Context: an optimization exercise on an open-source flow, tuned for small area. The choices shown serve that exercise and are no tape-out recipe.
RTL that was checked went through simulation tests only; none was proved equivalent to the original.
Function not checked in run 6: the RTL went through the layout flow alone.
The clock cells of runs 6 to 8 come from the design's own scripts or RTL, not from TritonCTS.
The clock input has no modelled driver; a real chip could not lean on it and would need a root buffer or a full tree.
Power figures rest on the tool's default switching activity, not on a simulated workload.

**flow/design.v**
```verilog
module main (input clk_in, start_button, T_frame_switch, ADC_SDAT, reset,
             output Hold_IV, Reset_IV, D_out,
             output ADC_SCLK, ADC_CS_N, ADC_SADDR,
             output Tx_out,
             output led, led_sw);
assign led = start_button;
assign led_sw = T_frame_switch;
assign ADC_SADDR = 1'b0;
reg p_rst, p_rec, p_hold, p_seq;
wire idle = ~(p_rst | p_rec | p_hold | p_seq);
reg  [17:0] Mo;
reg  [15:0] S;                        
wire [25:0] M = {S[15:8], Mo};
wire m_fb       = ~(M[25] ^ M[20]);
wire m_8001     = (M & 26'h00de151) == 26'h0018150;     
wire m_rec_end  = T_frame_switch ? ((M & 26'h3ef7fff) == 26'h1ed1172)    
                                 : ((M & 26'h3fdb19f) == 26'h1a8211d);   
wire start   = idle & ~start_button;
wire go_rec  = p_rst  & m_8001;
wire go_hold = p_rec  & m_rec_end;
wire go_seq  = p_hold & m_8001;
wire m_clr   = idle | go_hold;
reg [5:0]  K;
reg [12:0] U;
wire run = (K != 6'd19);
wire u_fb  = ~(U[12] ^ U[9]);
wire u1    = (U & 13'h0004) == 13'h0004;    
wire u3    = (U & 13'h0010) == 13'h0010;    
wire u16   = (U & 13'h0030) == 13'h0010;    
wire u17   = (U & 13'h0108) == 13'h0100;    
wire u5208 = (U & 13'h173e) == 13'h1638;    
wire u5209 = (U & 13'h0e7d) == 13'h020d;    
wire in_adc = (K >= 6'd30 && K <= 6'd61);
reg  term;
always @* begin
    if (in_adc) term = u16;
    else case (K)
        6'd28, 6'd9: term = u1;
        6'd29: term = u17;
        6'd62: term = u3;
        6'd63, 6'd0, 6'd8, 6'd10, 6'd11: term = u5209;
        default: term = u5208;
    endcase
end
wire end_seq = p_seq & (K == 6'd10) & u1;
wire sample  = run & term & in_adc & ~K[0];
always @(posedge clk_in or negedge reset) begin
    if (!reset) begin
        p_rst <= 1'b0; p_rec <= 1'b0; p_hold <= 1'b0; p_seq <= 1'b0;
        K <= 6'd19;
    end else begin
        p_rst  <= start   | (p_rst  & ~m_8001);
        p_rec  <= go_rec  | (p_rec  & ~m_rec_end);
        p_hold <= go_hold | (p_hold & ~m_8001);
        p_seq  <= go_seq  | (p_seq  & ~end_seq);
        if (go_seq) K <= 6'd28;
        else if (run & term) K <= K + 6'd1;
    end
end
always @(posedge clk_in) begin
    if (m_clr) Mo <= {17'd0, go_hold};
    else Mo <= {~Mo[16:0], m_fb};
    if (go_seq | term | ~run) U <= 13'h1aa8;
    else U <= {~U[11:0], u_fb};
    if (sample) S[7:0] <= {S[6:0], ADC_SDAT};
    if (~p_seq | sample) S[15:8] <= ~({S[14:8], p_seq ? S[7] : Mo[17]} | {8{m_clr}});
end
assign Reset_IV = ~p_rst;
assign Hold_IV  = ~p_hold;
assign D_out    = p_rst | p_hold;
assign ADC_CS_N = ~(K >= 6'd29 && K <= 6'd61);
assign ADC_SCLK = ~(in_adc & ~K[0]);
wire [3:0] sel = {K[3] | K[4], K[2:0]};
reg dbit;
always @* begin
    case (sel)
        4'd0: dbit = ~S[8];  4'd1: dbit = S[9];  4'd2: dbit = ~S[10]; 4'd3: dbit = S[11];
        4'd4: dbit = ~S[12]; 4'd5: dbit = S[13]; 4'd6: dbit = ~S[14]; 4'd7: dbit = S[15];
        4'd8: dbit = S[5];   4'd9: dbit = S[6];  4'd10: dbit = S[7];  4'd11: dbit = S[0];
        4'd12: dbit = S[1];  4'd13: dbit = S[2]; 4'd14: dbit = S[3];  default: dbit = S[4];
    endcase
end
wire is_data  = (K <= 6'd7) || (K >= 6'd11 && K <= 6'd18);
wire is_start = (K == 6'd63) || (K == 6'd10);
assign Tx_out = is_start ? 1'b0 : is_data ? dbit : 1'b1;
endmodule
```
**flow/flow/run.sh**
```bash
#!/bin/bash
# Own layout flow: the standard flow, with
#  - the standard synthesis's combinational logic re-mapped by ABC for area
#    (every flip-flop instance, its name and its cell are kept as synthesized),
#  - port buffers of the smallest buffer cell,
#  - a clock tree without dummy loads.
# Each tool's output goes to a log file in this folder.
set -euo pipefail
HERE=$(pwd)
FL=$HERE/flow
LIB=$FLOW_HOME/platforms/$FLOW_PLATFORM/lib/sky130_fd_sc_hd__tt_025C_1v80.lib
RES=$HERE/orfs/results/$FLOW_PLATFORM/main/base
export BUFFER_PORTS_ARGS="-buffer_cell sky130_fd_sc_hd__buf_1"
export CTS_ARGS="-sink_clustering_enable -repair_clock_nets -dont_use_dummy_load -buf_list sky130_fd_sc_hd__clkbuf_16 -sink_clustering_size 64 -sink_clustering_max_diameter 500"

# 1. standard synthesis
bash standard.sh synth > synth.log 2>&1

# 2. re-map the combinational logic for area
python3 $FL/splitlib.py $LIB comb.lib seq.lib > splitlib.log 2>&1
DONT=$(awk '/DONT_USE_CELLS/{f=1} f{print} f&&!/\\$/{f=0}' $FLOW_HOME/platforms/$FLOW_PLATFORM/config.mk | grep -o 'sky130_fd_sc_hd__[A-Za-z0-9_]*' | sort -u)
DU=$(echo "$DONT" | sed 's/^/-dont_use /' | tr '\n' ' ')
cp $RES/1_2_yosys.v 1_2_yosys.standard.v
cat > remap.ys <<EOF
read_liberty -ignore_miss_func comb.lib
read_liberty -lib seq.lib
read_verilog 1_2_yosys.standard.v
hierarchy -top $FLOW_TOP
flatten
opt_clean
abc -liberty $LIB $DU -script $FL/remap.abc
opt_clean -purge
hilomap -singleton -hicell sky130_fd_sc_hd__conb_1 HI -locell sky130_fd_sc_hd__conb_1 LO
insbuf -buf sky130_fd_sc_hd__buf_1 A X
tee -o remap_stat.txt stat -liberty $LIB
write_verilog -noattr -noexpr 1_2_yosys.remapped.v
EOF
yosys -s remap.ys > remap.log 2>&1
# the flip-flops must be exactly the standard synthesis's
grep -o 'sky130_fd_sc_hd__[a-z]*df[a-z]*_[0-9]* [^ ]*' 1_2_yosys.standard.v | sort > flops.standard.txt
grep -o 'sky130_fd_sc_hd__[a-z]*df[a-z]*_[0-9]* [^ ]*' 1_2_yosys.remapped.v | sort > flops.remapped.txt
echo "$DONT" > dont_use.txt
if cmp -s flops.standard.txt flops.remapped.txt && ! grep -q -w -F -f dont_use.txt 1_2_yosys.remapped.v; then
  cp 1_2_yosys.remapped.v $RES/1_2_yosys.v
  rm -f $RES/1_synth.odb $RES/1_synth.sdc
  bash standard.sh synth > synth_odb.log 2>&1
else
  echo "flip-flops changed; keeping the standard netlist" > remap_skipped.log
fi

# 3. the rest of the standard flow
bash standard.sh > layout.log 2>&1
```
**flow/flow/remap.abc**
```
strash
dch
map -a
topo
```
**flow/flow/splitlib.py**
```python
# Split the platform liberty into combinational and sequential cells, so the
# remap step can expand the combinational cells into logic and keep every
# flip-flop instance as it is.
import re, sys
t = open(sys.argv[1]).read()
i = t.index('cell (')
head, cells, pos = t[:i], [], i
while True:
    j = t.find('cell (', pos)
    if j < 0:
        break
    p = t.index('{', j) + 1
    depth = 1
    while depth:
        c = t[p]
        depth += (c == '{') - (c == '}')
        p += 1
    cells.append(t[j:p])
    pos = p
tail = t[pos:]
seq = [c for c in cells if re.search(r'\n\s*(ff|latch|statetable)\s*\(', c)]
comb = [c for c in cells if c not in seq]
open(sys.argv[2], 'w').write(head + '\n'.join(comb) + tail)
open(sys.argv[3], 'w').write(head + '\n'.join(seq) + tail)
```
**flow/standard.sh**
```bash
#!/bin/bash
# synth_recipe.tcl (not shown) runs the flow's synth.tcl, then flattens the netlist and writes it again
# the make line also repeats each setting of config.mk as NAME=value (left out here)
make -C /OpenROAD-flow-scripts/flow DESIGN_CONFIG=/design/flow/config.mk WORK_HOME=/design/flow/orfs CLKGATE_MAP_FILE= SYNTH_SCRIPT=/design/flow/synth_recipe.tcl "${@:-finish}"
```
**flow/config.mk**
```make
export PLATFORM = sky130hd
export DESIGN_NAME = main
export DESIGN_NICKNAME = main
export VERILOG_FILES = /design/flow/design.v
export SDC_FILE = /design/flow/constraint.sdc
export NUM_CORES = 4
export LEC_CHECK = 0
export CAP_MARGIN = 20
export CORE_MARGIN = 2
export CORE_UTILIZATION = 60
export CTS_BUF_LIST = sky130_fd_sc_hd__clkbuf_4
export CTS_CLUSTER_DIAMETER = 200
export CTS_CLUSTER_SIZE = 40
export SLEW_MARGIN = 20
```
**flow/constraint.sdc**
```tcl
create_clock -name core_clock -period 20.0 [get_ports {clk_in}]
set_input_delay 4.0000 -clock core_clock [delete_from_list [all_inputs] [get_ports {clk_in}]]
set_output_delay 4.0000 -clock core_clock [all_outputs]
set_load 0.01 [all_outputs]
```
==> summary.txt, run 1 <==
status timing/DRC/antenna clean; CTS buffer count 9; Global Route Usage Sum around a quarter; clock sink count 57; Area after DPL between 2000 and 2500 sq um; # IOs 14; placed cells 318; TritonCTS clock tree yes; slowest CP cell buf_1; Core ar. around 3700 sq um; Sw Pwr between 40 and 50 uW; Vias between 1500 and 2000; Comb pwr share 0.4%; crit start category input pin; Final Setup Violations 0; Worst Setup Slack, final 11.72 ns; FMAX between 100 and 150 MHz; Worst-Margin Slew approximately 1.0 ns; synthesized area about 2300 sq um; WL per Instance 14.4 microns; vias in the first global route around 1700; ANT nets after route 0; sequential cell area about 1400 sq um; number of DRC markers in iteration 0 171; PwrDens between 90 and 100 nW/um^2; DRC Markers 0; Setup crit end kind primary output; H-tree depth 3; Seq pwr share 49.5%; family with the most delay on the worst path buffers and inverters; pin count of the biggest net entering global routing 26; clock latency on the worst-skew pair roughly 0.32 ns; synthesized net count 266; Max-Cap Viols 0; initial core utilization between 60% and 70%; crit path buf inv count 2; input/output buffers 12; fin nets 286; RSZ-0062 raised after global routing false; area delta synth->final 13.9%; vias per inst roughly 5.6; relative slew slack slightly below 30%; crit path max fanout 3; final hold vios 0; Pint between 150 and 200 uW; Die Y-Extent roughly 66 microns; post-detail-place hpwl roughly 3.4 mm; Max Transition Viols Final 0; final global-route overflow total 0; CP required roughly 16 ns; worst-path cell chain buf_1, buf_1; share of cells above drive strength 1 6.09%; CTS clk-pin slew, worst paths approximately 0.05 ns; most frequent cells in the layout nor2_1, clkinv_1, nand2_1, dfxtp_1, edfxtp_1; Crit path top cell by count buf_1; Static Leak between 0.0009 and 0.001 uW; 1st-pass router iterations 5; CTS Buffer Depth 2; HP Class reg2reg; Worst EP arrival ~4.3 ns; row count 22; Sw Ratio 17.9%; Setup CP Type in2out; initial antenna violation count 0; commonest non-fill, non-tap cell in the layout nor2_1; fin crit share about 41%; first-pass GRT wire length between 7 and 8 mm; Core Util, Final a little under three quarters; GPL Wtd Cong 0.873; Synth Instances 261; crit path time final 8.28 ns; clock share of power approximately half; worst vdd ir approximately 0.000073 V; Routed WL between 4 and 5 mm; biggest cell delay along the critical path about 0.16 ns; dpl ws between 10 and 15 ns; ant diodes 0; Post-Route Setup TNS 0 ns; Die X ~66 microns; Root Buffer clkbuf_16; non-filler cells, final around 330; die area 4330 sq um; synthesized area per cell slightly below 9 sq um; Final Cell Area roughly 2600 sq um; worst clock skew ~0.0088 ns; Setup Buffers After CTS 0; Synth warnings 1; # resized after CTS 0; hold bufs inserted after CTS 0; layout filler cell count around 290; multi-input logic area ~780 sq um
## power groups by stage
stage	Clock (uW)	Sequential, uW	Combinational [uW]
after floorplan	0	121	0.393
after global placement	0	121	1.01
after detailed placement	0	121	1.04
after CTS	121	119	1.03
after global routing	127	119	1.21
final	120	119	1.01
## per-layer routing
metal	up-vias	GRT usage (%)	part of all wire, %
li1	909	-	-
met1	855	33.1	46
met2	48	37.9	46
met3	11	7.50	6.0
met4	0	12.2	1.9
met5	-	0	0
## per-stage QoR
stage | total power [uW] | hold WS, ns
floorplan | 121 | 0.366
global placement | 122 | 0.370
detailed placement | 122 | 0.371
CTS | 241 | 0.376
global route | 246 | 0.399
finish | 240 | 0.376
## sequential cells by signal (all words and copies together) (netlist names)
name	flops
U	13
p_rst	1
Mo	18
S	16
K	6
p_hold	1
p_rec	1
p_seq	1
## final cells by class
type | instances | area share (%)
tap | 48 | 2.30
inverter | 39 | 5.61
timing repair buffer | 12 | 1.73
clock buffer | 9 | 8.63
multi-input combinational | 162 | 29.8
sequential | 57 | 51.9
## worst paths after layout
check | from | end | slack (ns) | cells after the start
max in group asynchronous | reset | K[1] | 16.00 | 1
worst max register to register | K[0] | S[14] | 15.88 | 12
min in group asynchronous | reset | K[2] | 3.63 | 1
worst max-delay path | T_frame_switch | led_sw | 11.72 | 2
worst min-delay path | U[7] | U[8] | 0.38 | 1
worst min register to register | U[7] | U[8] | 0.38 | 1
==> run 2: changes to the inputs <==
--- a/flow/flow/run.sh
+++ b/flow/flow/run.sh
@@ -12,5 +12,5 @@
 RES=$HERE/orfs/results/$FLOW_PLATFORM/main/base
 export BUFFER_PORTS_ARGS="-buffer_cell sky130_fd_sc_hd__buf_1"
-export CTS_ARGS="-sink_clustering_enable -repair_clock_nets -dont_use_dummy_load -buf_list sky130_fd_sc_hd__clkbuf_16 -sink_clustering_size 64 -sink_clustering_max_diameter 500"
+export CTS_ARGS="-sink_clustering_enable -repair_clock_nets -dont_use_dummy_load -buf_list sky130_fd_sc_hd__clkbuf_2 sky130_fd_sc_hd__clkbuf_4 -sink_clustering_size 12 -sink_clustering_max_diameter 60"
 
 # 1. standard synthesis
==> flow/flow/remap.abc (replaced) <==
strash
dc2
dc2
dc2
dch
amap
topo
==> run 2 against run 1 <==
  * The flow now stops in 4_1_cts
  * Synthesized cell count shrank 11%
  * Synthesized area shrank 4.0%
==> summary.txt, run 2 <==
synthesized area per cell around 9.5 sq um; Run Error [ERROR STA-0564] clock_tree_synthesis positional arguments not supported.; initial core utilization around 64%; Synth warnings 1; Synth Instances about 230; row count 21; input/output buffers 12; synthesized net count 236; Die X 64.5 microns; Die Y-Extent 64.5 microns; synthesized area approximately 2200 sq um; post-detail-place hpwl 3.33 mm; Area after DPL 2300 sq um; # IOs 14; Failed at 4_1_cts; status aborted with a tool error; GPL Wtd Cong ~0.97
[run 2: how the worst min path moves through the flow]
stage | cells past startpoint | endpoint | from
floorplan | 1 | U[12] | U[11]
global placement | 1 | U[12] | U[11]
detailed placement | 1 | U[12] | U[11]
[run 2: power groups by stage]
stage / Sequential (uW) / Clock, uW / Combinational, uW
2_1_floorplan: 121 / 0 / 0.420
3_3_place_gp: 121 / 0 / 1.04
3_5_place_dp: 121 / 0 / 1.08
[run 2: per-stage QoR]
stage / utilization [%] / std cells / power [uW] / setup WS [ns]
2_1_floorplan: - / 231 / 121 / 11.88
3_3_place_gp: 67.3 / 287 / 122 / 11.74
3_5_place_dp: 67.3 / 287 / 122 / 11.73
==> run 3: changes to the inputs <==
--- a/flow/flow/run.sh
+++ b/flow/flow/run.sh
@@ -12,5 +12,5 @@
 RES=$HERE/orfs/results/$FLOW_PLATFORM/main/base
 export BUFFER_PORTS_ARGS="-buffer_cell sky130_fd_sc_hd__buf_1"
-export CTS_ARGS="-sink_clustering_enable -repair_clock_nets -dont_use_dummy_load -buf_list sky130_fd_sc_hd__clkbuf_2 sky130_fd_sc_hd__clkbuf_4 -sink_clustering_size 12 -sink_clustering_max_diameter 60"
+export CTS_ARGS="-sink_clustering_enable -repair_clock_nets -dont_use_dummy_load -buf_list sky130_fd_sc_hd__clkbuf_4 -sink_clustering_size 40 -sink_clustering_max_diameter 200"
 
 # 1. standard synthesis
==> flow/flow/remap.abc (replaced) <==
strash
dch
map -a
topo
==> run 3 against run 2 <==
  * The run now finishes clean
  * Synthesized cell count up 13%
  * Synthesized area is 4.2% higher
==> summary.txt, run 3 <==
status timing/DRC/antenna clean; clock sink count between 50 and 60; 1st-pass router iterations 4; PwrDens ~70 nW/um^2; Seq pwr share 67.5%; most frequent cells in the layout nor2_1, clkinv_1, nand2_1, dfxtp_1, edfxtp_1; relative slew slack 25.0%; Max Transition Viols Final 0; die area between 4000 and 5000 sq um; CTS Buffer Depth 2; number of DRC markers in iteration 0 between 100 and 150; FMAX roughly 120 MHz; # IOs 14; start point of the worst hold path U[7]; r2r startpoint K[0]; H-tree depth 3; Setup Buffers After CTS 0; HP Class reg2reg; Core ar. ~3700 sq um; vias per inst roughly 5.7; Crit path top cell by count buf_1; Vias around 1900; crit path buf inv count 2; worst-path cell chain buf_1, buf_1; fin nets 286; flop2flop setup slack between 15 and 20 ns; Root Buffer clkbuf_4; biggest cell delay along the critical path 0.16 ns; synthesized net count about 270; layout filler cell count between 300 and 400; final hold vios 0; placed cells around 320; ant diodes 0; crit path time final 8.28 ns; initial core utilization between 60 and 70%; ANT nets after route 0; synthesized area between 2000 and 2500 sq um; largest registers Mo: 18 flops, S: 16 flops, U: 13 flops; first-pass GRT wire length approximately 7.6 mm; Biggest register Mo; Worst EP arrival roughly 4.3 ns; initial antenna violation count 0; family with the most delay on the worst path buffers and inverters; clock share of power roughly a third; worst clock skew around 0.022 ns; Synth Instances 261; sequential cell area about 1400 sq um; clock latency on the worst-skew pair approximately 0.4 ns; RSZ-0062 raised after global routing false; CTS buffer count 9; Final Cell Area around 2500 sq um; hold_ws around 0.37 ns; Sw Pwr 35.9 uW; Setup crit end kind primary output; Comb pwr share less than 1%; Max-Cap Viols 0; Hold Path End U[8]; area delta synth->final 7.05%; synthesized area per cell ~8.8 sq um; WL per Instance roughly 14 microns; crit path max fanout 3; r2r endpoint S[14]; post-detail-place hpwl around 3.4 mm; final global-route overflow total 0; Static Leak 0.000917 uW; multi-input logic area just under 800 sq um; CTS clk-pin slew, worst paths 0.09 ns; Area after DPL approximately 2400 sq um; max FFs per register 18; pin count of the biggest net entering global routing 26; DRC Markers 0; Worst R2R Path Depth 12; Die Y-Extent approximately 66 microns; Global Route Usage Sum 24.6%; Synth warnings 1; non-filler cells, final approximately 330; slowest CP cell buf_1; fin crit share between 40% and 50%; Setup CP Type in2out; CP required 16.00 ns; Sw Ratio 20.5%; share of cells above drive strength 1 around 6.1%; Worst Setup Slack, final about 12 ns; row count 22; dpl ws around 12 ns; # resized after CTS 0; Pint 139 uW; GPL Wtd Cong between 0.8 and 0.9; Die X ~66 microns; vias in the first global route 1702; Final Setup Violations 0; TritonCTS clock tree yes; input/output buffers 12; worst vdd ir roughly 0.000055 V; hold bufs inserted after CTS 0; Post-Route Setup TNS 0 ns; Hold Crit Depth 1; Worst-Margin Slew about 1.1 ns; crit start category input pin; commonest non-fill, non-tap cell in the layout nor2_1; Routed WL about 4.6 mm
-- run 3: power by group through the flow --
stage | Clock, uW | Combinational (uW) | Sequential (uW)
5_1_grt | 62.3 | 1.21 | 118
4_1_cts | 56.6 | 1.03 | 118
2_1_floorplan | 0 | 0.393 | 121
3_5_place_dp | 0 | 1.04 | 121
6_report | 55.9 | 1.01 | 118
3_3_place_gp | 0 | 1.01 | 121
-- run 3: layout make-up --
class                   count  area share [%]
inverters                  39            5.97
multi-input cells         162            31.7
clock buffers               9            2.76
well taps                  48            2.45
flip-flops and latches     57            55.3
repair buffers             12            1.84
-- run 3: per-layer routing --
metal / vias to the layer above / share of wire, % / track usage (%)
li1: 910 / - / -
met1: 869 / 46 / 31.7
met2: 61 / 45 / 36.2
met3: 12 / 6.0 / 7.84
met4: 0 / 2.5 / 14.1
met5: - / 0 / 0
-- run 3: metrics by stage --
stage	util, %	power, uW
4_1_cts	67.0	176
3_3_place_gp	65.1	122
6_report	67.0	175
5_1_grt	67.0	182
2_1_floorplan	-	121
3_5_place_dp	65.1	122
-- run 3: worst max path at each step --
stage               endpoint  slack, ns           start  depth (start not counted)
CTS                   led_sw      11.72  T_frame_switch                          2
finish                led_sw      11.72  T_frame_switch                          2
global placement      led_sw      11.73  T_frame_switch                          2
global route          led_sw      11.67  T_frame_switch                          2
floorplan                led      11.88    start_button                          1
detailed placement    led_sw      11.71  T_frame_switch                          2
==> run 4: changes to the inputs <==
--- a/flow/design.v
+++ b/flow/design.v
@@ -8,20 +8,25 @@
 assign ADC_SADDR = 1'b0;
 reg p_rst, p_rec, p_hold, p_seq;
+reg [5:0] K;                          
+wire run = (K != 6'd19);              
 wire idle = ~(p_rst | p_rec | p_hold | p_seq);
-reg  [17:0] Mo;
+reg  [9:0]  Mo;
 reg  [15:0] S;                        
-wire [25:0] M = {S[15:8], Mo};
-wire m_fb       = ~(M[25] ^ M[20]);
-wire m_8001     = (M & 26'h00de151) == 26'h0018150;     
-wire m_rec_end  = T_frame_switch ? ((M & 26'h3ef7fff) == 26'h1ed1172)    
-                                 : ((M & 26'h3fdb19f) == 26'h1a8211d);   
+wire [17:0] P = {S[15:8], Mo};
+wire [7:0]  Q = S[7:0];
+wire p_fb    = ~(P[17] ^ P[16]);
+wire p_8001  = (P & 18'h1f145) == 18'h03045;            
+wire p_wrap  = (P & 18'h1ffff) == 18'h09d83;            
+wire m_rec_end = T_frame_switch ? (~P[0] & ((Q & 8'd235) == 8'd235))             
+                                : (((P & 18'h3944d) == 18'h39041) & ((Q & 8'd130) == 8'd2));  
 wire start   = idle & ~start_button;
-wire go_rec  = p_rst  & m_8001;
-wire go_hold = p_rec  & m_rec_end;
-wire go_seq  = p_hold & m_8001;
-wire m_clr   = idle | go_hold;
-reg [5:0]  K;
+wire go_rec  = p_rst  & p_8001;
+wire rec_end = m_rec_end & ~run;      
+wire go_hold = p_rec  & rec_end;
+wire go_seq  = p_hold & p_8001;
+wire tick    = p_rec  & p_wrap;
+wire [17:0] P_next = (idle | tick) ? 18'h15555 : go_hold ? 18'h15556
+                   : {~S[14:8], ~(p_seq ? S[7] : Mo[9]), ~Mo[8:0], p_fb};
 reg [12:0] U;
-wire run = (K != 6'd19);
 wire u_fb  = ~(U[12] ^ U[9]);
 wire u1    = (U & 13'h0004) == 13'h0004;    
@@ -45,4 +50,6 @@
 wire end_seq = p_seq & (K == 6'd10) & u1;
 wire sample  = run & term & in_adc & ~K[0];
+wire q_load  = (run & term & (K == 6'd18)) | (~run & idle);
+wire q_fb    = ~(S[7] ^ S[2]);
 always @(posedge clk_in or negedge reset) begin
     if (!reset) begin
@@ -50,7 +57,7 @@
         K <= 6'd19;
     end else begin
-        p_rst  <= start   | (p_rst  & ~m_8001);
-        p_rec  <= go_rec  | (p_rec  & ~m_rec_end);
-        p_hold <= go_hold | (p_hold & ~m_8001);
+        p_rst  <= start   | (p_rst  & ~p_8001);
+        p_rec  <= go_rec  | (p_rec  & ~rec_end);
+        p_hold <= go_hold | (p_hold & ~p_8001);
         p_seq  <= go_seq  | (p_seq  & ~end_seq);
         if (go_seq) K <= 6'd28;
@@ -59,10 +66,9 @@
 end
 always @(posedge clk_in) begin
-    if (m_clr) Mo <= {17'd0, go_hold};
-    else Mo <= {~Mo[16:0], m_fb};
+    Mo <= P_next[9:0];
     if (go_seq | term | ~run) U <= 13'h1aa8;
     else U <= {~U[11:0], u_fb};
-    if (sample) S[7:0] <= {S[6:0], ADC_SDAT};
-    if (~p_seq | sample) S[15:8] <= ~({S[14:8], p_seq ? S[7] : Mo[17]} | {8{m_clr}});
+    if (sample | q_load | tick) S[7:0] <= q_load ? 8'd246 : {S[6:0], p_seq ? ADC_SDAT : q_fb};
+    if (~p_seq | sample) S[15:8] <= P_next[17:10];
 end
 assign Reset_IV = ~p_rst;
--- a/flow/flow/run.sh
+++ b/flow/flow/run.sh
@@ -12,5 +12,5 @@
 RES=$HERE/orfs/results/$FLOW_PLATFORM/main/base
 export BUFFER_PORTS_ARGS="-buffer_cell sky130_fd_sc_hd__buf_1"
-export CTS_ARGS="-sink_clustering_enable -repair_clock_nets -dont_use_dummy_load -buf_list sky130_fd_sc_hd__clkbuf_4 -sink_clustering_size 40 -sink_clustering_max_diameter 200"
+export CTS_ARGS="-sink_clustering_enable -repair_clock_nets -dont_use_dummy_load -buf_list sky130_fd_sc_hd__clkbuf_8 -sink_clustering_levels 1 -sink_clustering_size 30 -sink_clustering_max_diameter 300"
 
 # 1. standard synthesis
==> flow/flow/remap.abc (replaced) <==
strash
dc2
dc2
dc2
dch
amap
topo
==> run 4 against run 3 <==
  * Still clean
  * Global-route usage shrank 0.24 points
  * Power shrank 12%
  * Worst hold slack gained 0.020 ns
  * Sequential share of layout area shrank 2.7 points
  * Clock skew is essentially flat
  * Maximum frequency shrank 0.13%
  * Worst setup slack lost 0.010 ns
  * Synthesized area shrank 7.8%
  * Critical path depth is the same
==> summary.txt, run 4 <==
status timing/DRC/antenna clean; layout filler cell count just over 300; clock share of power 33.0%; final hold vios 0; Max Transition Viols Final 0; H-tree depth 2; Vias about 1700; fin nets ~260; hold bufs inserted after CTS 0; Sw Pwr 29.1 uW; multi-input logic area between 700 and 800 sq um; Final Setup Violations 0; Synth Instances about 240; first-pass GRT wire length ~7.5 mm; M1 wire length 2.05 mm; Setup Buffers After CTS 0; CTS Buffer Depth 2; worst vdd ir approximately 0.000045 V; Worst R2R Path Depth 11; synthesized net count 240; vias in the first global route about 1600; non-filler cells, final roughly 300; Setup CP Type in2out; placed cells slightly below 300; ant diodes 0; DRC Markers 0; Biggest register S; Max-Cap Viols 0; Worst-Margin Slew between 0.8 and 0.9 ns; Worst EP arrival approximately 4.3 ns; Core ar. 3360 sq um; pin count of the biggest net entering global routing 15; Sw Ratio between 10% and 20%; most frequent cells in the layout nor2_1, clkinv_1, nand2_1, dfxtp_1, edfxtp_1; flop2flop setup slack between 15 and 20 ns; family with the most delay on the worst path buffers and inverters; input/output buffers 12; worst-path cell chain buf_1, buf_1; Static Leak a little under 0.0008 uW; GPL Wtd Cong ~1.1; CP required 16.00 ns; uppermost routed layer met4; Post-Route Setup TNS 0 ns; crit path time final between 8 and 9 ns; r2r startpoint K[0]; CTS clk-pin slew, worst paths 0.07 ns; sequential cell area 1190 sq um; r2r endpoint S[4]; Routed WL roughly 4.5 mm; relative slew slack 40.9%; crit path buf inv count 2; max FFs per register 16; initial antenna violation count 0; Pint around 130 uW; commonest non-fill, non-tap cell in the layout nor2_1; row count 21; RSZ-0062 raised after global routing false; Crit path top cell by count buf_1; slowest CP cell buf_1; vias per inst about 5.9; Comb pwr share 0.7%; clock latency on the worst-skew pair between 0.3 and 0.4 ns; crit path launch T_frame_switch; Die Y-Extent approximately 63 microns; crit start category input pin; PwrDens approximately 68 nW/um^2; initial core utilization 62.8%; WL per Instance 15.2 microns; Synth warnings 1; Die X 63.3 microns; share of cells above drive strength 1 roughly 3.2%; Met2 Wirelength approximately 2.1 mm; Global Route Usage Sum about a quarter; final global-route overflow total 0; HP Class reg2reg; Stages on worst setup path 2; post-detail-place hpwl between 3 and 4 mm; Setup crit end kind primary output; synthesized area 2110 sq um; die area between 4000 and 5000 sq um; FMAX around 120 MHz; 1st-pass router iterations 4; number of DRC markers in iteration 0 188; largest registers S: 16 flops, U: 13 flops, Mo: 10 flops; area delta synth->final 7.59%; biggest cell delay along the critical path 0.16 ns; fin crit share about two fifths; clock sink count 49; worst clock skew 0.0216 ns; # resized after CTS 0; critical path endpoint led_sw; synthesized area per cell approximately 9 sq um; TritonCTS clock tree yes; Root Buffer clkbuf_8; CTS buffer count 5; wire length on met3 243 microns; # IOs 14; Seq pwr share between 60 and 70%; crit path max fanout 3; ANT nets after route 0
-- run 4: cell count changes in the layout (fill, tap and decap cells not counted), sizes merged, moves of 4 or more --
cell / delta
a21oi: -5
dfxtp: -8
nand3: -4
nor2: -13
o32ai: +4
clkbuf: -4
nand2: -5
clkinv: -4
-- run 4: through the flow --
step                hold WS (ns)  cell area, sq um  power, uW  setup WS (ns)  utilization [%]
floorplan                  0.354              2110        105          11.88                -
global placement           0.366              2200        105          11.73             65.5
detailed placement         0.375              2200        105          11.71             65.5
CTS                        0.389              2270        155          11.71             67.5
global route               0.404              2270        160          11.70             67.5
finish                     0.389              2270        154          11.71             67.5
-- run 4: power by group through the flow --
stage	Combinational [uW]	Clock, uW	Sequential, uW
4_1_cts	1.04	52.0	102
2_1_floorplan	0.394	0	104
3_5_place_dp	1.04	0	104
3_3_place_gp	1.01	0	104
5_1_grt	1.15	56.3	102
6_report	1.01	50.9	102
-- run 4: per-layer routing --
metal | up-vias | global-route usage, %
met3 | 10 | 6.25
met2 | 59 | 37.1
met1 | 817 | 33.1
met4 | 0 | 10.3
met5 | - | 0
li1 | 855 | -
-- run 4: layout make-up --
class                      count  share of cell area (%)
tap                           46                    2.53
inverter                      35                    5.79
timing repair buffer          12                    1.98
sequential                    49                    52.6
multi-input combinational    148                    34.0
clock buffer                   5                    3.03
-- run 4: worst register-to-register path, stage by stage, from the launching register on --
cell      delay, ns
dfstp_2        0.57
clkinv_1       0.24
nor2_1         0.36
clkinv_1       0.30
o32ai_1        0.38
a31oi_1        0.11
o21ai_0        0.18
a41oi_1        0.07
o32ai_1        0.29
clkinv_1       0.25
o32ai_1        0.78
a311o_1        0.48
-- run 4: worst min path at each step --
stage	end	cells past startpoint	from
2_1_floorplan	Mo[6]	1	Mo[5]
3_3_place_gp	U[12]	1	U[11]
3_5_place_dp	U[12]	1	U[11]
4_1_cts	U[12]	1	U[11]
5_1_grt	Mo[6]	1	Mo[5]
6_report	U[12]	1	U[11]
==> run 5: changes to the inputs <==
--- a/flow/flow/run.sh
+++ b/flow/flow/run.sh
@@ -22,5 +22,12 @@
 DU=$(echo "$DONT" | sed 's/^/-dont_use /' | tr '\n' ' ')
 cp $RES/1_2_yosys.v 1_2_yosys.standard.v
-cat > remap.ys <<EOF
+echo "$DONT" > dont_use.txt
+grep -o 'sky130_fd_sc_hd__[a-z]*df[a-z]*_[0-9]* [^ ]*' 1_2_yosys.standard.v | sort > flops.standard.txt
+# try several ABC scripts and keep the smallest netlist that keeps every
+# flip-flop and uses no don't-use cell
+best=""; best_area=""
+for abc in $FL/remap*.abc; do
+  n=$(basename $abc .abc)
+  cat > $n.ys <<EOF
 read_liberty -ignore_miss_func comb.lib
 read_liberty -lib seq.lib
@@ -29,22 +36,28 @@
 flatten
 opt_clean
-abc -liberty $LIB $DU -script $FL/remap.abc
+abc -liberty $LIB $DU -script $abc
 opt_clean -purge
 hilomap -singleton -hicell sky130_fd_sc_hd__conb_1 HI -locell sky130_fd_sc_hd__conb_1 LO
 insbuf -buf sky130_fd_sc_hd__buf_1 A X
-tee -o remap_stat.txt stat -liberty $LIB
-write_verilog -noattr -noexpr 1_2_yosys.remapped.v
+tee -o $n.stat stat -liberty $LIB
+write_verilog -noattr -noexpr $n.v
 EOF
-yosys -s remap.ys > remap.log 2>&1
-# the flip-flops must be exactly the standard synthesis's
-grep -o 'sky130_fd_sc_hd__[a-z]*df[a-z]*_[0-9]* [^ ]*' 1_2_yosys.standard.v | sort > flops.standard.txt
-grep -o 'sky130_fd_sc_hd__[a-z]*df[a-z]*_[0-9]* [^ ]*' 1_2_yosys.remapped.v | sort > flops.remapped.txt
-echo "$DONT" > dont_use.txt
-if cmp -s flops.standard.txt flops.remapped.txt && ! grep -q -w -F -f dont_use.txt 1_2_yosys.remapped.v; then
+  yosys -s $n.ys > $n.log 2>&1 || continue
+  grep -o 'sky130_fd_sc_hd__[a-z]*df[a-z]*_[0-9]* [^ ]*' $n.v | sort > $n.flops.txt
+  cmp -s flops.standard.txt $n.flops.txt || continue
+  grep -q -w -F -f dont_use.txt $n.v && continue
+  area=$(sed -n 's/.*Chip area for module.*: *\([0-9.]*\).*/\1/p' $n.stat | head -1)
+  [ -n "$area" ] || continue
+  echo "$n $area" >> remap_areas.log
+  if [ -z "$best" ] || awk -v a="$area" -v b="$best_area" 'BEGIN{exit !(a<b)}'; then best=$n; best_area=$area; fi
+done
+if [ -n "$best" ]; then
+  echo "using $best ($best_area)" >> remap_areas.log
+  cp $best.v 1_2_yosys.remapped.v
   cp 1_2_yosys.remapped.v $RES/1_2_yosys.v
   rm -f $RES/1_synth.odb $RES/1_synth.sdc
   bash standard.sh synth > synth_odb.log 2>&1
 else
-  echo "flip-flops changed; keeping the standard netlist" > remap_skipped.log
+  echo "no remapped netlist kept; using the standard one" >> remap_areas.log
 fi
 
==> flow/flow/remap1.abc (new file) <==
strash
dc2
dc2
dc2
dch
amap
topo
==> flow/flow/remap2.abc (new file) <==
strash
dc2
dc2
dc2
dch -f
amap
topo
==> flow/flow/remap3.abc (new file) <==
strash
dc2
dc2
dch
amap
topo
==> flow/flow/remap4.abc (new file) <==
strash
rewrite
refactor
balance
dc2
dc2
dch
amap
topo
==> flow/flow/remap5.abc (new file) <==
strash
dc2
dc2
dc2
dc2
dch -f
amap
topo
==> flow/flow/remap6.abc (new file) <==
strash
dch
map -a
topo
removed: flow/flow/remap.abc
==> run 5 against run 4 <==
  * Still clean on timing, DRC and antenna
  * Critical path depth is the same
  * Global-route usage grew 1.3 points
  * Clock power is essentially flat
  * Flip-flop and latch count is the same
  * Highest routed layer unchanged
==> summary.txt, run 5 <==
Hold Path End Mo[6]; Worst-Margin Slew roughly 0.82 ns; post-detail-place hpwl between 3 and 4 mm; vias in the first global route 1709; Die Y-Extent between 60 and 70 microns; Stages on worst setup path 2; r2r startpoint K[0]; Max Transition Viols Final 0; first-pass GRT wire length about 8 mm; WL per Instance 15.8 microns; Die X between 60 and 70 microns; # IOs 14; layout filler cell count 302; Post-Route Setup TNS 0 ns; non-filler cells, final around 300; Setup Buffers After CTS 0; final global-route overflow total 0; Synth warnings 1; CP required between 15 and 20 ns; clock sink count around 50; crit start category input pin; slowest CP cell buf_1; start point of the worst hold path Mo[5]; Hold Crit Depth 1; Synth Instances approximately 240; crit path buf inv count 2; placed cells 290; input/output buffers 12; vias per inst 6.13; row count 21; pin count of the biggest net entering global routing 16; CTS buffer count 5; flop2flop setup slack around 16 ns; share of cells above drive strength 1 approximately 3.2%; hold bufs inserted after CTS 0; Global Route Usage Sum 25.6%; CTS clk-pin slew, worst paths around 0.080 ns; Biggest register S; M1 wire length between 1.5 and 2 mm; fin crit share 41.4%; status timing/DRC/antenna clean; crit path max fanout 3; Core ar. 3360 sq um; crit path time final 8.29 ns; CTS Buffer Depth 2; clock latency on the worst-skew pair ~0.3 ns; synthesized area per cell 8.94 sq um; H-tree depth 2; Setup CP Type in2out; commonest non-fill, non-tap cell in the layout clkinv_1; synthesized area 2100 sq um; Routed WL 4.67 mm; relative slew slack 45.0%; Worst R2R Path Depth 11; Final Setup Violations 0; DRC Markers 0; Vias between 1500 and 2000; uppermost routed layer met4; fin nets approximately 260; FMAX roughly 120 MHz; Static Leak around 0.00079 uW; 1st-pass router iterations 5; PwrDens approximately 68 nW/um^2; biggest cell delay along the critical path ~0.16 ns; worst vdd ir 0.0000389 V; ANT nets after route 0; ant diodes 0; max FFs per register 16; Worst EP arrival around 4.3 ns; initial antenna violation count 0; Crit path top cell by count buf_1; number of DRC markers in iteration 0 around 250; most frequent cells in the layout clkinv_1, nor2_1, nand2_1, dfxtp_1, edfxtp_1; synthesized net count 240; Max-Cap Viols 0; wire length on met3 about 330 microns; hold_ws between 0.3 and 0.4 ns; TritonCTS clock tree yes; final hold vios 0; r2r endpoint S[6]; family with the most delay on the worst path buffers and inverters; Root Buffer clkbuf_8; largest registers S: 16 flops, U: 13 flops, Mo: 10 flops; area delta synth->final 7.62%; RSZ-0062 raised after global routing false; initial core utilization a little over three fifths; worst-path cell chain buf_1, buf_1; die area approximately 4000 sq um; GPL Wtd Cong about 1.0; Met2 Wirelength between 2 and 2.5 mm; # resized after CTS 0; HP Class reg2reg; worst clock skew around 0.017 ns; Setup crit end kind primary output
## run 5: cell count changes in the layout (fill, tap and decap cells not counted), moves of 2 or more
cell | before | now
nand2_1 | 28 | 34
or2_0 | 6 | 0
a2111oi_0 | 4 | 0
clkinv_1 | 35 | 39
nor2_1 | 41 | 37
o221ai_1 | 3 | 6
a211oi_1 | 2 | 4
o21ai_0 | 9 | 7
## run 5: metal layers
metal / up-vias / global-route usage, %
met2: 94 / 41.5
met3: 15 / 5.71
met4: 0 / 9.51
met5: - / 0
met1: 846 / 33.8
li1: 852 / -
## run 5: how the worst max path moves through the flow
stage              startpoint  endpoint
2_1_floorplan    start_button       led
3_3_place_gp   T_frame_switch    led_sw
3_5_place_dp   T_frame_switch    led_sw
4_1_cts        T_frame_switch    led_sw
5_1_grt        T_frame_switch    led_sw
6_report       T_frame_switch    led_sw
## run 5: final cells by class
type                       count  area, sq um  share of cell area (%)
sequential                    49         1190                    52.8
multi-input combinational    144          749                    33.1
inverter                      39          146                    6.47
clock buffer                   5         68.8                    3.04
tap                           46         57.6                    2.54
timing repair buffer          12         45.0                    1.99
## run 5: power breakdown
part	internal [uW]	total [uW]	switching, uW	leakage, uW
Sequential	102	102	0	0.000445
Clock	22.6	51.0	28.5	0.0000359
Combinational	0.292	1.14	0.844	0.000307
Total	125	154	29.3	0.000788
## run 5: through the flow
stage,power (uW),setup WS [ns],area [sq um],utilization [%]
2_1_floorplan,105,11.88,2100,-
3_3_place_gp,106,11.71,2190,65.2
3_5_place_dp,106,11.70,2190,65.2
4_1_cts,155,11.70,2260,67.3
5_1_grt,158,11.67,2260,67.3
6_report,154,11.71,2260,67.3
==> run 6: changes to the inputs <==
--- a/flow/design.v
+++ b/flow/design.v
@@ -17,7 +17,7 @@
 wire p_fb    = ~(P[17] ^ P[16]);
 wire p_8001  = (P & 18'h1f145) == 18'h03045;            
-wire p_wrap  = (P & 18'h1ffff) == 18'h09d83;            
-wire m_rec_end = T_frame_switch ? (~P[0] & ((Q & 8'd235) == 8'd235))             
-                                : (((P & 18'h3944d) == 18'h39041) & ((Q & 8'd130) == 8'd2));  
+wire p_wrap  = P == 18'h35f1a;                          
+wire m_rec_end = p_8001 & (T_frame_switch ? ((Q & 8'd235) == 8'd235)     
+                                          : ((Q & 8'd130) == 8'd2));     
 wire start   = idle & ~start_button;
 wire go_rec  = p_rst  & p_8001;
--- a/flow/flow/run.sh
+++ b/flow/flow/run.sh
@@ -4,5 +4,5 @@
 #    (every flip-flop instance, its name and its cell are kept as synthesized),
 #  - port buffers of the smallest buffer cell,
-#  - a clock tree without dummy loads.
+#  - a clock tree of a few buffers driven by the clock port (cts_post.tcl).
 # Each tool's output goes to a log file in this folder.
 set -euo pipefail
@@ -12,4 +12,5 @@
 RES=$HERE/orfs/results/$FLOW_PLATFORM/main/base
 export BUFFER_PORTS_ARGS="-buffer_cell sky130_fd_sc_hd__buf_1"
+export POST_CTS_TCL=$FL/cts_post.tcl
 export CTS_ARGS="-sink_clustering_enable -repair_clock_nets -dont_use_dummy_load -buf_list sky130_fd_sc_hd__clkbuf_8 -sink_clustering_levels 1 -sink_clustering_size 30 -sink_clustering_max_diameter 300"
 
==> flow/flow/cts_post.tcl (new file) <==
set cts_buf_master sky130_fd_sc_hd__clkbuf_8
set nbuf 3
set block [ord::get_db_block]
set db [ord::get_db]
set clk_port_net [$block findNet clk_in]
set sinks {}
set tree_insts {}
set tree_nets {}
set todo [list $clk_port_net]
while {[llength $todo] > 0} {
  set net [lindex $todo 0]
  set todo [lrange $todo 1 end]
  foreach it [$net getITerms] {
    if {[$it getIoType] ne "INPUT"} { continue }
    set inst [$it getInst]
    set mname [[$inst getMaster] getName]
    if {[string match "sky130_fd_sc_hd__clkbuf_*" $mname] || [string match "sky130_fd_sc_hd__clkinv_*" $mname] || [string match "sky130_fd_sc_hd__buf_*" $mname]} {
      lappend tree_insts $inst
      foreach o [$inst getITerms] {
        if {[$o getIoType] eq "OUTPUT" && [$o getNet] ne "NULL"} { lappend tree_nets [$o getNet]; lappend todo [$o getNet] }
      }
    } else {
      set bb [[$it getInst] getBBox]
      lappend sinks [list [expr {([$bb xMin] + [$bb xMax]) / 2}] [expr {([$bb yMin] + [$bb yMax]) / 2}] $it]
    }
  }
}
puts "clock: [llength $sinks] sinks, [llength $tree_insts] tree cells replaced by $nbuf $cts_buf_master"
foreach s $sinks { [lindex $s 2] disconnect }
foreach inst $tree_insts { odb::dbInst_destroy $inst }
foreach net $tree_nets { odb::dbNet_destroy $net }
set sinks [lsort -integer -index 0 $sinks]
set n [llength $sinks]
for {set k 0} {$k < $nbuf} {incr k} {
  set lo [expr {($k * $n) / $nbuf}]
  set hi [expr {(($k + 1) * $n) / $nbuf - 1}]
  set net [odb::dbNet_create $block clknet_leaf_$k]
  $net setSigType CLOCK
  set buf [odb::dbInst_create $block [$db findMaster $cts_buf_master] clkbuf_leaf_$k]
  [$buf findITerm A] connect $clk_port_net
  [$buf findITerm X] connect $net
  set xs 0; set ys 0
  foreach s [lrange $sinks $lo $hi] {
    [lindex $s 2] connect $net
    set xs [expr {$xs + [lindex $s 0]}]
    set ys [expr {$ys + [lindex $s 1]}]
  }
  set m [expr {$hi - $lo + 1}]
  $buf setLocation [expr {$xs / $m}] [expr {$ys / $m}]
  $buf setPlacementStatus PLACED
}
detailed_placement
check_placement -verbose
estimate_parasitics -placement
report_check_types -max_slew -max_capacitance -violators
==> flow/flow/remap01.abc (new file) <==
strash
dc2
dc2
dc2
dch
amap
topo
==> flow/flow/remap02.abc (new file) <==
strash
dc2
dc2
dc2
dch -f
amap
topo
==> flow/flow/remap03.abc (new file) <==
strash
dc2
dc2
dch
amap
topo
==> flow/flow/remap04.abc (new file) <==
strash
rewrite
refactor
balance
dc2
dc2
dch
amap
topo
==> flow/flow/remap05.abc (new file) <==
strash
dc2
dc2
dc2
dc2
dch -f
amap
topo
==> flow/flow/remap06.abc (new file) <==
strash
rewrite
refactor
balance
dc2
dch -f
amap
topo
==> flow/flow/remap07.abc (new file) <==
strash
balance
dc2
dc2
dc2
dch -f
amap
topo
==> flow/flow/remap08.abc (new file) <==
strash
rewrite
refactor
balance
rewrite
dc2
dch
amap
topo
==> flow/flow/remap09.abc (new file) <==
strash
rewrite
refactor
balance
dc2
dc2
dch -f
amap
topo
==> flow/flow/remap10.abc (new file) <==
strash
resub -K 8
rewrite
refactor
dc2
dch
amap
topo
removed: flow/flow/remap1.abc
removed: flow/flow/remap2.abc
removed: flow/flow/remap3.abc
removed: flow/flow/remap4.abc
removed: flow/flow/remap5.abc
removed: flow/flow/remap6.abc
==> run 6 against run 5 <==
  * Still clean
  * Utilization shrank 0.23 points
  * Synthesized area grew 1.8%
  * Worst setup slack gained 0.00050 ns
  * Sequential power is essentially flat
  * Register-to-register slack gained 0.07 ns
  * Worst hold slack gained 0.0034 ns
  * Final cell count is the same
  * Cell area grew 0.44%
  * Global-route usage is essentially flat
==> summary.txt, run 6 <==
crit start category input pin; clock sink count just under 50; crit path time final roughly 8.3 ns; Pint approximately 120 uW; WL per Instance ~16 microns; initial antenna violation count 0; FMAX ~120 MHz; commonest non-fill, non-tap cell in the layout nor2_1; Setup crit end kind primary output; share of cells above drive strength 1 between 2 and 2.5%; worst clock skew 0.0147 ns; worst vdd ir roughly 0.000063 V; ant diodes 0; clock latency on the worst-skew pair about 0.16 ns; flop2flop setup slack approximately 16 ns; Synth Instances about 240; max FFs per register 16; synthesized area per cell 9.03 sq um; Sw Ratio about 17%; Area after DPL around 2200 sq um; Sw Pwr ~25 uW; slowest CP cell buf_1; Worst EP arrival between 4 and 5 ns; Crit path top cell by count buf_1; Routed WL 4.70 mm; largest registers S: 16 flops, U: 13 flops, Mo: 10 flops; Setup CP Type in2out; synthesized net count around 240; final global-route overflow total 0; crit path max fanout 3; Core Util, Final roughly 67%; Core ar. approximately 3400 sq um; Max Transition Viols Final 0; HP Class reg2reg; first-pass GRT wire length 8.02 mm; vias in the first global route between 1500 and 2000; Final Setup Violations 0; RSZ-0062 raised after global routing false; die area 4060 sq um; most frequent cells in the layout nor2_1, clkinv_1, dfxtp_1, nand2_1, edfxtp_1; row count 21; # IOs 14; r2r startpoint K[0]; Die X around 64 microns; critical path endpoint led_sw; Biggest register S; fin nets 256; CTS clk-pin slew, worst paths ~0.10 ns; pin count of the biggest net entering global routing 18; post-detail-place hpwl 3.59 mm; Worst Setup Slack, final about 12 ns; dpl ws ~12 ns; vias per inst 5.99; biggest cell delay along the critical path roughly 0.16 ns; area delta synth->final 6.20%; family with the most delay on the worst path buffers and inverters; ANT nets after route 0; clock share of power a little over a quarter; 1st-pass router iterations 5; initial core utilization between 60 and 70%; Final Cell Area 2270 sq um; Vias between 1500 and 2000; final hold vios 0; input/output buffers 12; synthesized area 2140 sq um; crit path launch T_frame_switch; PwrDens a little over 60 nW/um^2; GPL Wtd Cong approximately 0.97; Seq pwr share about 73%; status timing/DRC/antenna clean; Global Route Usage Sum roughly a quarter; Stages on worst setup path 2; CP required between 15 and 20 ns; Worst R2R Path Depth 11; Comb pwr share 0.7%; Post-Route Setup TNS 0 ns; relative slew slack around two fifths; number of DRC markers in iteration 0 approximately 200; Die Y-Extent 63.7 microns; Static Leak about 0.00077 uW; Max-Cap Viols 0; r2r endpoint S[8]; worst-path cell chain buf_1, buf_1; Worst-Margin Slew slightly below 0.9 ns; crit path buf inv count 2; Synth warnings 1; fin crit share between 40% and 50%; DRC Markers 0
run 6: cell type report:
type / count / area [sq um]
Tap cell: 46 / 57.6
Multi-Input combinational cell: 148 / 795
Timing Repair Buffer: 12 / 45.0
Fill cell: 297 / 1120
Sequential cell: 49 / 1190
Buffer: 3 / 41.3
Inverter: 37 / 139
run 6: metrics by stage:
stage / cells / total power (uW) / hold WS [ns]
floorplan: 237 / 105 / 0.358
global placement: 292 / 105 / 0.361
detailed placement: 292 / 105 / 0.374
global route: 295 / 145 / 0.407
finish: 295 / 141 / 0.392
run 6: metal layers:
layer | up-vias | wire length [microns] | global-route usage (%)
li1 | 848 | - | -
met1 | 829 | 2060 | 34.1
met2 | 74 | 2220 | 41.4
met3 | 16 | 268 | 4.46
met4 | 0 | 150 | 10.1
met5 | - | 0 | 0
run 6: worst min-delay path by stage:
stage	from	cells past startpoint	slack, ns	end
finish	U[11]	1	0.39	U[12]
global route	U[11]	1	0.41	U[12]
detailed placement	U[6]	1	0.37	U[7]
global placement	U[11]	1	0.36	U[12]
floorplan	U[11]	1	0.36	U[12]
run 6: power groups by stage:
stage	clock, uW	combinational, uW	sequential [uW]
2_1_floorplan	0	0.391	104
3_3_place_gp	0	1.01	104
3_5_place_dp	0	1.02	104
5_1_grt	41.7	1.19	102
6_report	37.7	1.01	102
==> run 7: changes to the inputs <==
--- a/flow/design.v
+++ b/flow/design.v
@@ -17,7 +17,7 @@
 wire p_fb    = ~(P[17] ^ P[16]);
 wire p_8001  = (P & 18'h1f145) == 18'h03045;            
-wire p_wrap  = P == 18'h35f1a;                          
-wire m_rec_end = p_8001 & (T_frame_switch ? ((Q & 8'd235) == 8'd235)     
-                                          : ((Q & 8'd130) == 8'd2));     
+wire p_wrap  = (P & 18'h1ffff) == 18'h09d83;            
+wire m_rec_end = T_frame_switch ? (~P[0] & ((Q & 8'd235) == 8'd235))             
+                                : (((P & 18'h3944d) == 18'h39041) & ((Q & 8'd130) == 8'd2));  
 wire start   = idle & ~start_button;
 wire go_rec  = p_rst  & p_8001;
==> run 7 against run 6 <==
  * Maximum frequency about the same
  * Sequential power about the same
  * Cell area down 1.7%
  * Sequential share of layout area up 0.88 points
  * Still clean
  * Worst hold slack worse by 0.0019 ns
  * Clock power about the same
  * Clock skew down 0.0064 ns
  * Die area down 1.6%
  * Highest routed layer unchanged
  * Final cell count down 0.68%
  * Worst setup slack worse by 0.0021 ns
  * First-iteration DRC count up 1.5%
  * Register-to-register slack worse by 0.11 ns
==> summary.txt, run 7 <==
input/output buffers 12; DRC Markers 0; Synth warnings 1; CTS clk-pin slew, worst paths about 0.1 ns; share of cells above drive strength 1 ~2.4%; worst-path cell chain buf_1, buf_1; Final Cell Area 2230 sq um; HP Class reg2reg; final global-route overflow total 0; status timing/DRC/antenna clean; 1st-pass router iterations 4; crit path max fanout 3; Setup CP Type in2out; pin count of the biggest net entering global routing 18; clock sink count 49; Routed WL roughly 4.7 mm; Die Y-Extent between 60 and 70 microns; ant diodes 0; worst clock skew 0.00826 ns; fin crit share between 40 and 50%; Area after DPL ~2200 sq um; crit path time final 8.29 ns; Synth Instances 235; most frequent cells in the layout clkinv_1, nor2_1, nand2_1, dfxtp_1, edfxtp_1; number of DRC markers in iteration 0 between 200 and 250; crit path buf inv count 2; crit start category input pin; GPL Wtd Cong approximately 1; Max-Cap Viols 0; clock latency on the worst-skew pair between 0.15 and 0.2 ns; Setup crit end kind primary output; initial antenna violation count 0; FMAX 121 MHz; Biggest register S; vias in the first global route 1699; relative slew slack 44.8%; final hold vios 0; Core Util, Final 66.4%; first-pass GRT wire length between 8 and 9 mm; Vias 1787; max FFs per register 16; largest registers S: 16 flops, U: 13 flops, Mo: 10 flops; fin nets about 250; Die X 63.2 microns; initial core utilization around 62%; post-detail-place hpwl between 3 and 4 mm; ANT nets after route 0; # IOs 14; biggest cell delay along the critical path between 0.15 and 0.2 ns; Static Leak between 0.0007 and 0.0008 uW; commonest non-fill, non-tap cell in the layout clkinv_1; Post-Route Setup TNS 0 ns; Global Route Usage Sum 25.3%; row count 21; Crit path top cell by count buf_1; die area about 4000 sq um; Max Transition Viols Final 0; RSZ-0062 raised after global routing false; PwrDens about 63 nW/um^2; Final Setup Violations 0; WL per Instance 16.2 microns; Worst-Margin Slew between 0.8 and 0.9 ns; worst vdd ir 0.0000609 V; Core ar. around 3400 sq um; CP required ~16 ns; synthesized area approximately 2100 sq um; synthesized area per cell roughly 9 sq um; area delta synth->final 6.31%; family with the most delay on the worst path buffers and inverters; slowest CP cell buf_1; Worst EP arrival around 4.3 ns; synthesized net count 240; vias per inst a little over 6
## run 7: cell count changes in the layout (fill, tap and decap cells not counted), moves of 3 or more
cell and change:
o22ai_1 -4, nand2_1 +12, o32ai_1 +3, a22oi_1 -3
o221ai_1 +4, or2_0 -9
## run 7: report_power, final
group	internal, uW	switching (uW)
logic	0.292	0.844
registers	102	0
clock network	13.9	24.1
## run 7: layer usage
metal / GRT usage [%] / routed length [microns] / vias up
li1: - / - / 847
met1: 33.3 / 2060 / 855
met2: 43.6 / 2340 / 70
met3: 5.54 / 249 / 15
met4: 4.89 / 92 / 0
met5: 0 / 0 / -
## run 7: layout make-up
class | instances | area (sq um)
fill | 308 | 1130
tap | 46 | 57.6
multi-input combinational | 144 | 749
sequential | 49 | 1190
inverter | 39 | 146
buffer | 3 | 41.3
timing repair buffer | 12 | 45.0
## run 7: path summary, 6_finish.rpt
path	slack (ns)	cells after the start	startpoint	end
worst min register to register	0.39	1	U[11]	U[12]
min in group asynchronous	3.77	1	reset	p_rec
worst max register to register	15.82	12	K[0]	S[12]
worst min-delay path	0.39	1	U[11]	U[12]
worst max-delay path	11.71	2	T_frame_switch	led_sw
max in group asynchronous	15.86	1	reset	K[1]
## run 7: stage by stage
stage          hold WS [ns]  power (uW)  cells  worst slack [ns]
2_1_floorplan         0.354         105    235             11.88
3_3_place_gp          0.366         106    290             11.71
5_1_grt               0.412         145    293             11.67
6_report              0.391         141    293             11.71
3_5_place_dp          0.363         106    290             11.70
==> run 8: changes to the inputs <==
--- a/flow/config.mk
+++ b/flow/config.mk
@@ -8,7 +8,5 @@
 export CAP_MARGIN = 20
 export CORE_MARGIN = 2
-export CORE_UTILIZATION = 60
-export CTS_BUF_LIST = sky130_fd_sc_hd__clkbuf_4
-export CTS_CLUSTER_DIAMETER = 200
-export CTS_CLUSTER_SIZE = 40
+export CORE_UTILIZATION = 75
+export PLACE_DENSITY = 0.85
 export SLEW_MARGIN = 20
==> run 8 against run 7 <==
  * Global-route usage is 9.5 points higher
  * Sequential share of layout area is 0.45 points higher
  * Highest routed layer unchanged
  * Synthesized cell count stayed put
  * Largest power group unchanged
  * Largest cell class unchanged
  * Clock skew is 0.0026 ns higher
==> summary.txt, run 8 <==
crit path buf inv count 2; Max Transition Viols Final 0; Hold Crit Depth 1; final hold vios 0; non-filler cells, final 278; fin nets about 250; Area after DPL roughly 2200 sq um; Post-Route Setup TNS 0 ns; initial core utilization about 78%; ANT nets after route 0; CP required around 16 ns; Static Leak just under 0.0008 uW; Die X 56.9 microns; vias in the first global route between 1500 and 2000; Die Y-Extent ~57 microns; crit start category input pin; RSZ-0062 raised after global routing false; biggest cell delay along the critical path ~0.17 ns; final global-route overflow total 0; r2r startpoint K[0]; DRC Markers 0; HP Class reg2reg; slowest CP cell buf_1; crit path max fanout 3; area delta synth->final 5.42%; post-detail-place hpwl between 3 and 4 mm; clock sink count just under 50; Worst EP arrival 4.30 ns; GPL Wtd Cong between 0.9 and 1; FMAX 121 MHz; crit path time final 8.30 ns; initial antenna violation count 0; dpl ws around 12 ns; Synth Instances 235; Routed WL a little over 5 mm; CTS clk-pin slew, worst paths 0.09 ns; worst-path cell chain buf_1, buf_1; relative slew slack 45.6%; pin count of the biggest net entering global routing 18; worst clock skew ~0.011 ns; 1st-pass router iterations 6; Final Setup Violations 0; most frequent cells in the layout clkinv_1, nor2_1, nand2_1, dfxtp_1, edfxtp_1; flop2flop setup slack 15.81 ns; Final Cell Area roughly 2200 sq um; Worst Setup Slack, final around 12 ns; Worst R2R Path Depth 11; synthesized net count 240; die area 3240 sq um; fin crit share 41.5%; max FFs per register 16; ant diodes 0; start point of the worst hold path U[7]; synthesized area 2100 sq um; row count 19; Hold Path End U[8]; PwrDens ~64 nW/um^2; placed cells between 200 and 300; r2r endpoint S[3]; clock latency on the worst-skew pair between 0.15 and 0.2 ns; synthesized area per cell around 9 sq um; layout filler cell count around 180; Setup CP Type in2out; Core ar. about 2700 sq um; Max-Cap Viols 0; Biggest register S; Vias around 1900; input/output buffers 12; Setup crit end kind primary output; share of cells above drive strength 1 2.43%; vias per inst approximately 6.9; Synth warnings 1; WL per Instance roughly 19 microns; worst vdd ir around 0.000082 V; Worst-Margin Slew around 0.8 ns; Crit path top cell by count buf_1; Core Util, Final 81.8%; family with the most delay on the worst path buffers and inverters; commonest non-fill, non-tap cell in the layout clkinv_1; Global Route Usage Sum 34.8%; first-pass GRT wire length 8.66 mm; number of DRC markers in iteration 0 around 240; # IOs 14; largest registers S: 16 flops, U: 13 flops, Mo: 10 flops; status timing/DRC/antenna clean
[run 8: worst max path at each step]
stage                         startpoint     end  slack (ns)  depth (start not counted)
after floorplan             start_button     led       11.88                          1
after global placement    T_frame_switch  led_sw       11.71                          2
after detailed placement  T_frame_switch  led_sw       11.70                          2
after global routing      T_frame_switch  led_sw       11.67                          2
final                     T_frame_switch  led_sw       11.70                          2
[run 8: metal layers]
metal	up-vias	share of wire (%)	track usage, %
li1	840	-	-
met1	888	37	44.7
met2	143	49	56.5
met3	35	9.2	7.26
met4	0	5.4	17.6
met5	-	0	0
[run 8: layout make-up]
type | count | area, sq um | share of cell area [%]
inverter | 39 | 146 | 6.61
buffer | 3 | 41.3 | 1.86
multi-input combinational | 144 | 749 | 33.8
sequential | 49 | 1190 | 53.9
timing repair buffer | 12 | 45.0 | 2.03
tap | 31 | 38.8 | 1.75
[run 8: stage by stage]
step                hold WS (ns)  total power [uW]
detailed placement         0.373               106
global placement           0.364               106
global route               0.399               144
finish                     0.391               142
floorplan                  0.354               105
[run 8: report_power, final]
part           switching [uW]  internal, uW  total [uW]
sequential                  0           102         102
combinational           0.833         0.292        1.12
clock                    24.5          13.9        38.4
total                    25.3           116         142

[port drivers added, routing unchanged]
The flow's constraints put no driver on any port. The routed layouts listed below were extracted and timed again, unchanged, in two steps. Step 1, drivers: a clkbuf_16 drives clk_in and a buf_2 each remaining input, both assumed. Step 2 also shifts input and output timing later by t, the mid clock arrival at the registers, as if the neighbouring blocks saw the same clock. Three values: ideal, step 1, step 2; two values: the first two.
run | t, ns | setup slack, ns | latest minus earliest clock arrival (ns) | worst register clock-pin slew, ns | worst data-port slew with drivers (ns)
run 1 | 0.345 | 11.723 / 11.700 / 11.700 | 0.009 / 0.009 | 0.05 / 0.05 | 0.05
run 3 | 0.408 | 11.723 / 11.700 / 11.700 | 0.021 / 0.022 | 0.09 / 0.09 | 0.05
run 4 | 0.323 | 11.713 / 11.690 / 11.690 | 0.022 / 0.021 | 0.09 / 0.09 | 0.03
run 5 | 0.322 | 11.715 / 11.693 / 11.693 | 0.017 / 0.017 | 0.09 / 0.09 | 0.03
run 6 | 0.200 | 11.715 / 11.693 / 11.693 | 0.015 / 0.015 | 0.10 / 0.10 | 0.03
run 7 | 0.197 | 11.713 / 11.692 / 11.692 | 0.008 / 0.008 | 0.10 / 0.10 | 0.03
run 8 | 0.200 | 11.704 / 11.679 / 11.679 | 0.011 / 0.011 | 0.10 / 0.10 | 0.03
After both steps every run listed still meets setup and hold. For run 8, which loses most, drivers alone change the setup slack by -0.025 ns; drivers and shift together by -0.025 ns.
